From an optimization exercise on the open Yosys and OpenROAD flow, aimed at small area and a short achievable clock period; shortcuts taken in it are not production practice. Only simulation tests tie the RTL to the original design; equivalence was not proved.

==> exp/willow: inputs <==
## test_dsp
module test_dsp #(parameter width_in1=26, parameter width_in2=14, parameter width_out=40) (
    input clk_i,
    input signed [width_in1:0] a_i,
    input signed [width_in2:0] b_i,
    input signed [width_out:0] pd_pattern1,
    output signed [width_out:0] c_o,
    output reg ones_o
);
reg r1_c0_0;
reg r1_c1_0;
reg r1_c1_1;
reg r1_c2_0;
reg r1_c2_1;
reg r1_c2_2;
reg r1_c3_0;
reg r1_c3_1;
reg r1_c3_2;
reg r1_c3_3;
reg r1_c4_0;
reg r1_c4_1;
reg r1_c4_2;
reg r1_c4_3;
reg r1_c5_0;
reg r1_c5_1;
reg r1_c5_2;
reg r1_c5_3;
reg r1_c6_0;
reg r1_c6_1;
reg r1_c6_2;
reg r1_c6_3;
reg r1_c7_0;
reg r1_c7_1;
reg r1_c7_2;
reg r1_c7_3;
reg r1_c8_0;
reg r1_c8_1;
reg r1_c8_2;
reg r1_c8_3;
reg r1_c9_0;
reg r1_c9_1;
reg r1_c9_2;
reg r1_c9_3;
reg r1_c10_0;
reg r1_c10_1;
reg r1_c10_2;
reg r1_c10_3;
reg r1_c11_0;
reg r1_c11_1;
reg r1_c11_2;
reg r1_c11_3;
reg r1_c12_0;
reg r1_c12_1;
reg r1_c12_2;
reg r1_c12_3;
reg r1_c13_0;
reg r1_c13_1;
reg r1_c13_2;
reg r1_c13_3;
reg r1_c14_0;
reg r1_c14_1;
reg r1_c14_2;
reg r1_c14_3;
reg r1_c15_0;
reg r1_c15_1;
  ...
export LEC_CHECK = 0
export ABC_AREA = 1
export CAP_MARGIN = 20
export CORE_MARGIN = 2
export CORE_UTILIZATION = 60
export CTS_BUF_LIST = sky130_fd_sc_hd__clkbuf_4 sky130_fd_sc_hd__clkbuf_8
export SETUP_SLACK_MARGIN = 3.0
export SLEW_MARGIN = 20
create_clock -name core_clock -period 6.5 [get_ports {clk_i}]
standard.sh (not shown) runs the stock make flow with config.mk's settings and CLKGATE_MAP_FILE= SYNTH_SCRIPT=/design/flow/synth_recipe.tcl, a recipe that flattens the netlist after the stock synthesis.
==> flow/flow/run.sh <==
#!/bin/bash
# Standard ORFS layout, with one extra step between synthesis and floorplan:
# flow/polarity.py removes the polarity inverters that Yosys's full-adder
# extraction leaves between adder cells (full adders are self-dual), and
# swaps gates for their complement cells where that saves an inverter.
# Registers and ports are untouched.
set -euo pipefail
cd "$(dirname "$0")/.."
W=$(pwd)
R=$W/orfs/results/${FLOW_PLATFORM}/test_dsp/base
LIB=${FLOW_HOME}/platforms/${FLOW_PLATFORM}/lib/sky130_fd_sc_hd__tt_025C_1v80.lib
# port buffers: a real buffer cell (buffer_ports otherwise picks a delay cell)
export BUFFER_PORTS_ARGS="-buffer_cell sky130_fd_sc_hd__buf_2"
bash standard.sh synth > "$W/run_synth.log" 2>&1
cp "$R/1_2_yosys.v" "$W/1_2_yosys.standard.v"
python3 flow/polarity.py "$LIB" "$W/1_2_yosys.standard.v" "$R/1_2_yosys.v" > "$W/run_polarity.log" 2>&1
rm -f "$R/1_synth.odb" "$R/1_synth.sdc"
bash standard.sh finish > "$W/run_layout.log" 2>&1
Other scripts of this flow, unchanged in this note and not shown: flow/flow/polarity.py
==> inputs of exp/maple, as changes to exp/willow <==
--- a/flow/flow/run.sh
+++ b/flow/flow/run.sh
@@ -9,8 +9,6 @@
 W=$(pwd)
 R=$W/orfs/results/${FLOW_PLATFORM}/test_dsp/base
 LIB=${FLOW_HOME}/platforms/${FLOW_PLATFORM}/lib/sky130_fd_sc_hd__tt_025C_1v80.lib
-# port buffers: a real buffer cell (buffer_ports otherwise picks a delay cell)
-export BUFFER_PORTS_ARGS="-buffer_cell sky130_fd_sc_hd__buf_2"
 bash standard.sh synth > "$W/run_synth.log" 2>&1
 cp "$R/1_2_yosys.v" "$W/1_2_yosys.standard.v"
 python3 flow/polarity.py "$LIB" "$W/1_2_yosys.standard.v" "$R/1_2_yosys.v" > "$W/run_polarity.log" 2>&1
- ABC_AREA: 1 -> default
- CTS_BUF_LIST: sky130_fd_sc_hd__clkbuf_4 sky130_fd_sc_hd__clkbuf_8 -> default
==> inputs of exp/juniper, as changes to exp/willow <==
--- a/flow/flow/run.sh
+++ b/flow/flow/run.sh
@@ -9,8 +9,6 @@
 W=$(pwd)
 R=$W/orfs/results/${FLOW_PLATFORM}/test_dsp/base
 LIB=${FLOW_HOME}/platforms/${FLOW_PLATFORM}/lib/sky130_fd_sc_hd__tt_025C_1v80.lib
-# port buffers: a real buffer cell (buffer_ports otherwise picks a delay cell)
-export BUFFER_PORTS_ARGS="-buffer_cell sky130_fd_sc_hd__buf_2"
 bash standard.sh synth > "$W/run_synth.log" 2>&1
 cp "$R/1_2_yosys.v" "$W/1_2_yosys.standard.v"
 python3 flow/polarity.py "$LIB" "$W/1_2_yosys.standard.v" "$R/1_2_yosys.v" > "$W/run_polarity.log" 2>&1
- CTS_BUF_LIST: sky130_fd_sc_hd__clkbuf_4 sky130_fd_sc_hd__clkbuf_8 -> default
==> summary of the runs <==
Of exp/willow and exp/maple, exp/willow has the higher first-iteration DRC count (gap about 12%, measured against exp/maple). In global-route usage, exp/juniper and exp/willow hardly differ. Fmax: exp/maple < exp/juniper < exp/willow. Clock-buffer cell count: exp/juniper < exp/maple < exp/willow. Against exp/juniper, the clock skew of exp/willow is higher by 6.6 ps.

* * *

==> v31 <==
Another version of the RTL of test_dsp (not shown whole).
==> flow/config.mk <==
export PLATFORM = sky130hd
export DESIGN_NAME = test_dsp
export DESIGN_NICKNAME = test_dsp
export VERILOG_FILES = /design/flow/design.v
export SDC_FILE = /design/flow/constraint.sdc
export NUM_CORES = 4
export LEC_CHECK = 0
export ABC_AREA = 1
export CAP_MARGIN = 20
export CORE_MARGIN = 2
export CORE_UTILIZATION = 50
export CTS_BUF_LIST = sky130_fd_sc_hd__clkbuf_8
export CTS_CLUSTER_DIAMETER = 71
export CTS_CLUSTER_SIZE = 12
export SETUP_SLACK_MARGIN = 3.45
export SLEW_MARGIN = 20
==> flow/constraint.sdc <==
create_clock -name core_clock -period 6.5 [get_ports {clk_i}]
set_input_delay 1.3000 -clock core_clock [delete_from_list [all_inputs] [get_ports {clk_i}]]
set_output_delay 1.3000 -clock core_clock [all_outputs]
set_load 0.01 [all_outputs]
==> flow/flow/run.sh <==
#!/bin/bash
# Standard ORFS layout, with one extra step between synthesis and floorplan:
# flow/polarity.py removes the polarity inverters that Yosys's full-adder
# extraction leaves between adder cells (full adders are self-dual), and
# swaps gates for their complement cells where that saves an inverter.
# Before that, flow/cpafix.py splits the full adders Yosys made of the final
# adder's last step (sum and carry of s_i, c_i and the prefix carry) into
# xor2 + a21o, so the late prefix carry passes one gate.
# After it, flow/fapins.py puts each full adder's latest input on its
# fastest pin (CIN), and flow/fanout.py gives the high-fanout Booth digit signals an
# inverter-pair driver.
# Registers and ports are untouched.
set -euo pipefail
cd "$(dirname "$0")/.."
W=$(pwd)
R=$W/orfs/results/${FLOW_PLATFORM}/test_dsp/base
LIB=${FLOW_HOME}/platforms/${FLOW_PLATFORM}/lib/sky130_fd_sc_hd__tt_025C_1v80.lib
# port buffers: a real buffer cell (buffer_ports otherwise picks a delay cell)
export BUFFER_PORTS_ARGS="-buffer_cell sky130_fd_sc_hd__buf_2"
bash standard.sh synth > "$W/run_synth.log" 2>&1
cp "$R/1_2_yosys.v" "$W/1_2_yosys.standard.v"
python3 flow/cpafix.py "$W/1_2_yosys.standard.v" "$W/1_2_yosys.cpafix.v" > "$W/run_cpafix.log" 2>&1
python3 flow/polarity.py "$LIB" "$W/1_2_yosys.cpafix.v" "$W/1_2_yosys.polarity.v" > "$W/run_polarity.log" 2>&1
python3 flow/fapins.py "$W/1_2_yosys.polarity.v" "$W/1_2_yosys.fapins.v" > "$W/run_fapins.log" 2>&1
python3 flow/fanout.py 10 "$W/1_2_yosys.fapins.v" "$R/1_2_yosys.v" > "$W/run_fanout.log" 2>&1
rm -f "$R/1_synth.odb" "$R/1_synth.sdc"
bash standard.sh finish > "$W/run_layout.log" 2>&1
Other scripts of this flow, unchanged in this note and not shown: flow/flow/cpafix.py, flow/flow/fanout.py, flow/flow/fapins.py, flow/flow/polarity.py
==> inputs of v12, as changes to v31 <==
--- a/flow/config.mk
+++ b/flow/config.mk
@@ -13,4 +13,4 @@
 export CTS_CLUSTER_DIAMETER = 71
 export CTS_CLUSTER_SIZE = 12
-export SETUP_SLACK_MARGIN = 3.45
+export SETUP_SLACK_MARGIN = 3.4
 export SLEW_MARGIN = 20
==> comparison <==
- Against v12, the setup slack of v31 is higher by 0.0012 ns.
- Between v12 and v31, the lower clock-buffer cell count is in v31 (gap 1).
- Between v31 and v12, the lower utilization is in v12 (gap 1.5 points).
- Of v31 and v12, v31 has the higher non-clock buffer count (gap 8).
==> figures <==
|  | v12 | v31 |
|---|---|---|
| Outcome | finished clean | finished clean |
| RD Place Congestion | 0.898 | 0.901 |
| Max Used Layer | met4 | met5 |
| Net total in the final layout | 1948 | 1959 |
| CP bufs+invs | 3 | 4 |
| Antenna violations before repair | 0 | 3 |
| Share of layout cells above drive strength 1 | 0.172 | 0.210 |

* * *

==> run a <==
RTL: one of the versions met above, not the one the previous note started from.
// test_dsp
module test_dsp #(parameter width_in1=26, parameter width_in2=14, parameter width_out=40) (
    input clk_i,
    input signed [width_in1:0] a_i,
    input signed [width_in2:0] b_i,
    input signed [width_out:0] pd_pattern1,
    output signed [width_out:0] c_o,
    output reg ones_o
);
Settings: LEC_CHECK=0, CAP_MARGIN=20, CORE_MARGIN=2, CORE_UTILIZATION=60, SETUP_SLACK_MARGIN=3.0, SLEW_MARGIN=20; clock period 6.5 ns.
run.sh (not shown) runs the stock make flow with config.mk's settings and CLKGATE_MAP_FILE= SYNTH_SCRIPT=/design/flow/synth_recipe.tcl, a recipe that flattens the netlist after the stock synthesis.
Stock flow here: none of the scripts above is used.
==> run b (differences from run a) <==
--- a/flow/config.mk
+++ b/flow/config.mk
@@ -8,5 +8,5 @@
 export CAP_MARGIN = 20
 export CORE_MARGIN = 2
 export CORE_UTILIZATION = 60
-export SETUP_SLACK_MARGIN = 3.0
+export SETUP_SLACK_MARGIN = 3.4
 export SLEW_MARGIN = 20
==> flow_summary_export.csv <==
group,metric,value,unit
run_status,run_status,"complete, no violations",
placed_design,hpwl,33100,um
worst_setup_path,worstPathMaxFanout,5,
detailed_routing,num_vias,11300,
sta,clock_skew,31.8,ps
clock_tree,cts_resized,137,
final_layout,final_util,0.711,
detailed_routing,vias_per_cell,5.28,
final_layout,fill_cells,2230,
placed_design,dpl_cell_area,0.0196,mm2
global_routing,use_met3,0.0614,
Source of the figures above: run a

==> flow_summary_export.csv <==
group,metric,value,unit
clock_tree,cts_resized,347,
detailed_routing,vias_per_cell,5.46,
sta,clock_skew,17.9,ps
global_routing,use_met3,0.0754,
detailed_routing,num_vias,11900,
run_status,run_status,"complete, no violations",
placed_design,dpl_cell_area,0.0200,mm2
Source of the figures above: run b


* * *

==> inputs of run Y <==
test_dsp, a different RTL version from the one above (not shown whole).
Settings: LEC_CHECK=0, ABC_AREA=1, CAP_MARGIN=20, CORE_MARGIN=2, CORE_UTILIZATION=50, CTS_BUF_LIST=sky130_fd_sc_hd__clkbuf_8, CTS_CLUSTER_DIAMETER=71, CTS_CLUSTER_SIZE=12, SETUP_SLACK_MARGIN=3.4, SLEW_MARGIN=20; clock period 6.5 ns.
standard.sh (not shown) runs the stock make flow with config.mk's settings and CLKGATE_MAP_FILE= SYNTH_SCRIPT=/design/flow/synth_recipe.tcl, a recipe that flattens the netlist after the stock synthesis.
Scripts as last shown in full above: flow/flow/run.sh
Other scripts of this flow, unchanged in this note and not shown: flow/flow/cpafix.py, flow/flow/fanout.py, flow/flow/fapins.py, flow/flow/polarity.py
==> inputs of run G, as changes to run Y <==
--- a/flow/config.mk
+++ b/flow/config.mk
@@ -12,5 +12,5 @@
 export CTS_BUF_LIST = sky130_fd_sc_hd__clkbuf_8
 export CTS_CLUSTER_DIAMETER = 71
 export CTS_CLUSTER_SIZE = 12
-export SETUP_SLACK_MARGIN = 3.4
+export SETUP_SLACK_MARGIN = 3.3
 export SLEW_MARGIN = 20
==> comparison <==
Fmax: run Y is larger than run G (3.2%). In synthesized area, run Y and run G do not differ. Against run G, the register-to-register slack of run Y is higher by 0.06 ns. Against run Y, the non-clock buffer count of run G is higher by 2. Between run Y and run G, the lower cell area is in run G (gap 0.83%, measured against run G). Between run Y and run G, the lower clock skew is in run G (gap 0.0017 ns).
==> figures <==
| item | run G | run Y |
|---|---|---|
| Met2 routed wirelength | 17200 microns | 17400 microns |
| Pin count of the biggest net entering global routing | 32 | 30 |
| Final non-filler cell total | 2072 | 2066 |
| DR iter-0 viols | 665 | 711 |
| Number of buffers other than clock buffers in the final layout | 133 | 131 |
| Met1 Wirelength | 17300 microns | 17400 microns |
| Total number of vias | 11100 | 11100 |
| Wire length per cell after detailed routing | 18.1 microns | 18.2 microns |
| Global Route met1 Usage | 0.331 | 0.337 |
| Final standard cell area without fillers | 17200 sq um | 17400 sq um |
| Clock Buffer Count | 26 | 25 |
| Number of gates resized after cts | 14 | 28 |
| Minimum setup slack after placement | 2.29 ns | 2.42 ns |
| Outcome | no timing/DRC/antenna violations | no timing/DRC/antenna violations |
| Highest cell delay on the worst timing path | 0.45 ns | 0.57 ns |

* * *

==> zinc <==
test_dsp again, from the RTL that the note above started with.
==> flow/design.v (excerpt) <==
module test_dsp #(parameter width_in1=26, parameter width_in2=14, parameter width_out=40) (
    input clk_i,
    input signed [width_in1:0] a_i,
    input signed [width_in2:0] b_i,
    input signed [width_out:0] pd_pattern1,
    output signed [width_out:0] c_o,
    output reg ones_o
);
clock: 6.5 ns
lec_check: 0
abc_area: 1
cap_margin: 20
core_margin: 2
core_utilization: 50
cts_buf_list: sky130_fd_sc_hd__clkbuf_8
cts_cluster_diameter: 71
cts_cluster_size: 12
setup_slack_margin: 3.4
slew_margin: 20
==> flow/flow/run.sh <==
#!/bin/bash
# Standard ORFS layout, with one extra step between synthesis and floorplan:
# flow/polarity.py removes the polarity inverters that Yosys's full-adder
# extraction leaves between adder cells (full adders are self-dual), and
# swaps gates for their complement cells where that saves an inverter;
# flow/fanout.py then gives the high-fanout Booth digit signals an
# inverter-pair driver.
# Registers and ports are untouched.
set -euo pipefail
cd "$(dirname "$0")/.."
W=$(pwd)
R=$W/orfs/results/${FLOW_PLATFORM}/test_dsp/base
LIB=${FLOW_HOME}/platforms/${FLOW_PLATFORM}/lib/sky130_fd_sc_hd__tt_025C_1v80.lib
# port buffers: a real buffer cell (buffer_ports otherwise picks a delay cell)
export BUFFER_PORTS_ARGS="-buffer_cell sky130_fd_sc_hd__buf_2"
bash standard.sh synth > "$W/run_synth.log" 2>&1
cp "$R/1_2_yosys.v" "$W/1_2_yosys.standard.v"
python3 flow/polarity.py "$LIB" "$W/1_2_yosys.standard.v" "$W/1_2_yosys.polarity.v" > "$W/run_polarity.log" 2>&1
python3 flow/fanout.py 10 "$W/1_2_yosys.polarity.v" "$R/1_2_yosys.v" > "$W/run_fanout.log" 2>&1
rm -f "$R/1_synth.odb" "$R/1_synth.sdc"
bash standard.sh finish > "$W/run_layout.log" 2>&1
==> flow/flow/fanout.py <==
#!/usr/bin/env python3
"""Give high-fanout nets driven by small logic gates a strong driver.

In the Booth partial-product selection each encoded digit signal drives a
whole row of selectors; synthesis leaves it on a weak gate.  For every such
net this pass lets the gate drive a small inverter, which drives a large
inverter that drives the original net (an inverter pair: the function is
unchanged; placement's remove_buffers keeps inverters).

usage: fanout.py MIN_FANOUT in.v out.v
"""
import re
import sys

minfo = int(sys.argv[1])
src = open(sys.argv[2]).read()
cell_re = re.compile(r'^  (sky130_fd_sc_hd__(\w+)) (\S+)\s+\((.*?)\n  \);\n', re.S | re.M)
pin_re = re.compile(r'\.(\w+)\(([^()]*)\)')
OUT = {'X', 'Y', 'Q', 'Q_N', 'SUM', 'COUT', 'HI', 'LO'}
SKIP = re.compile(r'(buf|inv|clkbuf|clkinv|bufinv|dlygate|clkdlybuf|dfxtp|fa|ha|conb)')

cells = []
for m in cell_re.finditer(src):
    cells.append((m.group(2), m.group(3), pin_re.findall(m.group(4)), m.span()))
fan = {}
for short, name, pins, span in cells:
    for p, n in pins:
        if p not in OUT:
            fan[n.strip()] = fan.get(n.strip(), 0) + 1

# logical fanout: count sinks through buffer cells
drv = {}
for short, name, pins, span in cells:
    for p, n in pins:
        if p in OUT:
            drv[n.strip()] = short
loads = {}
for short, name, pins, span in cells:
    for p, n in pins:
        if p not in OUT:
            loads.setdefault(n.strip(), []).append((short, pins))
BUF = re.compile(r'(buf|clkbuf)_\d+$')


def logical_fanout(net, depth=0):
    tot = 0
    for short, pins in loads.get(net, []):
        if BUF.match(short) and depth < 20:
            o = [n for p, n in pins if p in OUT][0].strip()
            tot += logical_fanout(o, depth + 1)
        else:
            tot += 1
    return tot


fan = {n: logical_fanout(n) for n in loads}

hdr = re.search(r'module\s+\w+\s*\((.*?)\);', src, re.S)
ports = set(x.strip() for x in hdr.group(1).split(','))

out = []
pos = 0
wires = []
k = 0
for short, name, pins, span in cells:
    s, e = span
    out.append(src[pos:s])
    pos = e
    text = src[s:e]
    if not SKIP.match(short):
        for p, n in pins:
            key = n.strip()
            if p in OUT and fan.get(key, 0) >= minfo and key.lstrip('\\').split('[')[0].strip() not in ports:
                f = fan[key]
                size = 4 if f <= 16 else 6 if f <= 24 else 8
                a, b = f'fo_{k}_a', f'fo_{k}_b'
                wires += [a, b]
                text = text.replace(f'.{p}({n})', f'.{p}({a})')
                text += (f'  sky130_fd_sc_hd__inv_2 fo_cell_{k}a (\n    .A({a}),\n    .Y({b})\n  );\n'
                         f'  sky130_fd_sc_hd__inv_{size} fo_cell_{k}b (\n    .A({b}),\n    .Y({n})\n  );\n')
                k += 1
    out.append(text)
out.append(src[pos:])
text = ''.join(out)
m = re.search(r'\n  wire ', text)
text = text[:m.start() + 1] + ''.join(f'  wire {w};\n' for w in wires) + text[m.start() + 1:]
open(sys.argv[3], 'w').write(text)
print(f'{k} high-fanout nets given an inverter-pair driver (fanout >= {minfo})')
Other scripts of this flow, unchanged in this note and not shown: flow/flow/polarity.py
==> inputs of pepper, as changes to zinc <==
==> flow/flow/run.sh (replaced) <==
#!/bin/bash
# Standard ORFS layout, with one extra step between synthesis and floorplan:
# flow/polarity.py removes the polarity inverters that Yosys's full-adder
# extraction leaves between adder cells (full adders are self-dual), and
# swaps gates for their complement cells where that saves an inverter.
# Registers and ports are untouched.
set -euo pipefail
cd "$(dirname "$0")/.."
W=$(pwd)
R=$W/orfs/results/${FLOW_PLATFORM}/test_dsp/base
LIB=${FLOW_HOME}/platforms/${FLOW_PLATFORM}/lib/sky130_fd_sc_hd__tt_025C_1v80.lib
# port buffers: a real buffer cell (buffer_ports otherwise picks a delay cell)
export BUFFER_PORTS_ARGS="-buffer_cell sky130_fd_sc_hd__buf_1"
bash standard.sh synth > "$W/run_synth.log" 2>&1
cp "$R/1_2_yosys.v" "$W/1_2_yosys.standard.v"
python3 flow/polarity.py "$LIB" "$W/1_2_yosys.standard.v" "$R/1_2_yosys.v" > "$W/run_polarity.log" 2>&1
rm -f "$R/1_synth.odb" "$R/1_synth.sdc"
bash standard.sh finish > "$W/run_layout.log" 2>&1
removed: flow/flow/fanout.py
==> results.py <==
metrics = {
    "timing": {
        "period_share": 0.472,
    },
    "synth": {
        "synthCells": 1533,
    },
    "floorplanning": {
        "core_area_um2": 30600,
    },
    "outcome": {
        "status": "no timing/DRC/antenna violations",
    },
    "final_layout": {
        "multi_input_area_share": 0.595,
    },
    "cts": {
        "cts_resized": 45,
    },
}
-- figures above: pepper

==> results.py <==
metrics = {
    "outcome": {
        "status": "no timing/DRC/antenna violations",
    },
    "final_layout": {
        "nFlopsAndLatches": 219,
        "multi_input_area_share": 0.597,
        "nNonClkBuffers": 141,
    },
    "timing": {
        "period_share": 0.485,
    },
    "cts": {
        "cts_resized": 39,
    },
    "floorplanning": {
        "core_area_um2": 30700,
    },
    "synth": {
        "synthCells": 1557,
    },
}
-- figures above: zinc

## static timing again, ports no longer ideal
Ports are ideal in the flow. The routed layouts listed here were re-timed in OpenROAD.
Step 1, drivers: a clkbuf_16 drives clk_i and a buf_2 each remaining input, both assumed.
Step 2 moves the port delays by t, midway between the first and last clock arrival at a register: inputs arrive t later, outputs are due t later. That takes back most of the time a late clock gives input paths.
a / b / c = no drivers / after step 1 / after step 2; a / b = the first two.
run | shift t [ns] | setup WS [ns] | hold WS [ns] | worst setup path at the end | latest minus earliest clock arrival (ns)
exp/willow | 0.586 | 3.050 / 3.078 / 2.492 | 0.326 / 0.326 / 0.326 | input to register | 0.018 / 0.018
exp/maple | 0.597 | 2.778 / 2.778 / 2.471 | 0.342 / 0.342 / 0.342 | input to register | 0.013 / 0.013
exp/juniper | 0.575 | 2.986 / 3.017 / 2.442 | 0.326 / 0.326 / 0.326 | input to register | 0.013 / 0.013
v31 | 0.603 | 3.470 / 3.470 / 2.883 | 0.524 / 0.524 / 0.524 | input to register | 0.017 / 0.016
v12 | 0.585 | 3.469 / 3.424 / 2.839 | 0.509 / 0.509 / 0.509 | input to register | 0.022 / 0.022
run a | 0.609 | 2.924 / 2.924 / 2.474 | 0.337 / 0.337 / 0.337 | input to register | 0.035 / 0.035
run b | 0.603 | 2.910 / 2.910 / 2.635 | 0.329 / 0.329 / 0.329 | input to register | 0.019 / 0.019
run Y | 0.595 | 3.458 / 3.452 / 2.857 | 0.424 / 0.424 / 0.424 | input to register | 0.025 / 0.025
run G | 0.589 | 3.362 / 3.378 / 2.789 | 0.430 / 0.430 / 0.430 | input to register | 0.024 / 0.024
zinc | 0.585 | 3.349 / 3.349 / 2.869 | 0.437 / 0.437 / 0.437 | input to register | 0.029 / 0.029
pepper | 0.621 | 3.431 / 3.438 / 2.835 | 0.427 / 0.427 / 0.427 | input to register | 0.045 / 0.045
After both steps setup and hold are still met in every run listed. For v12, which loses most, drivers alone change the setup slack by -0.045 ns; drivers and shift together by -0.630 ns.
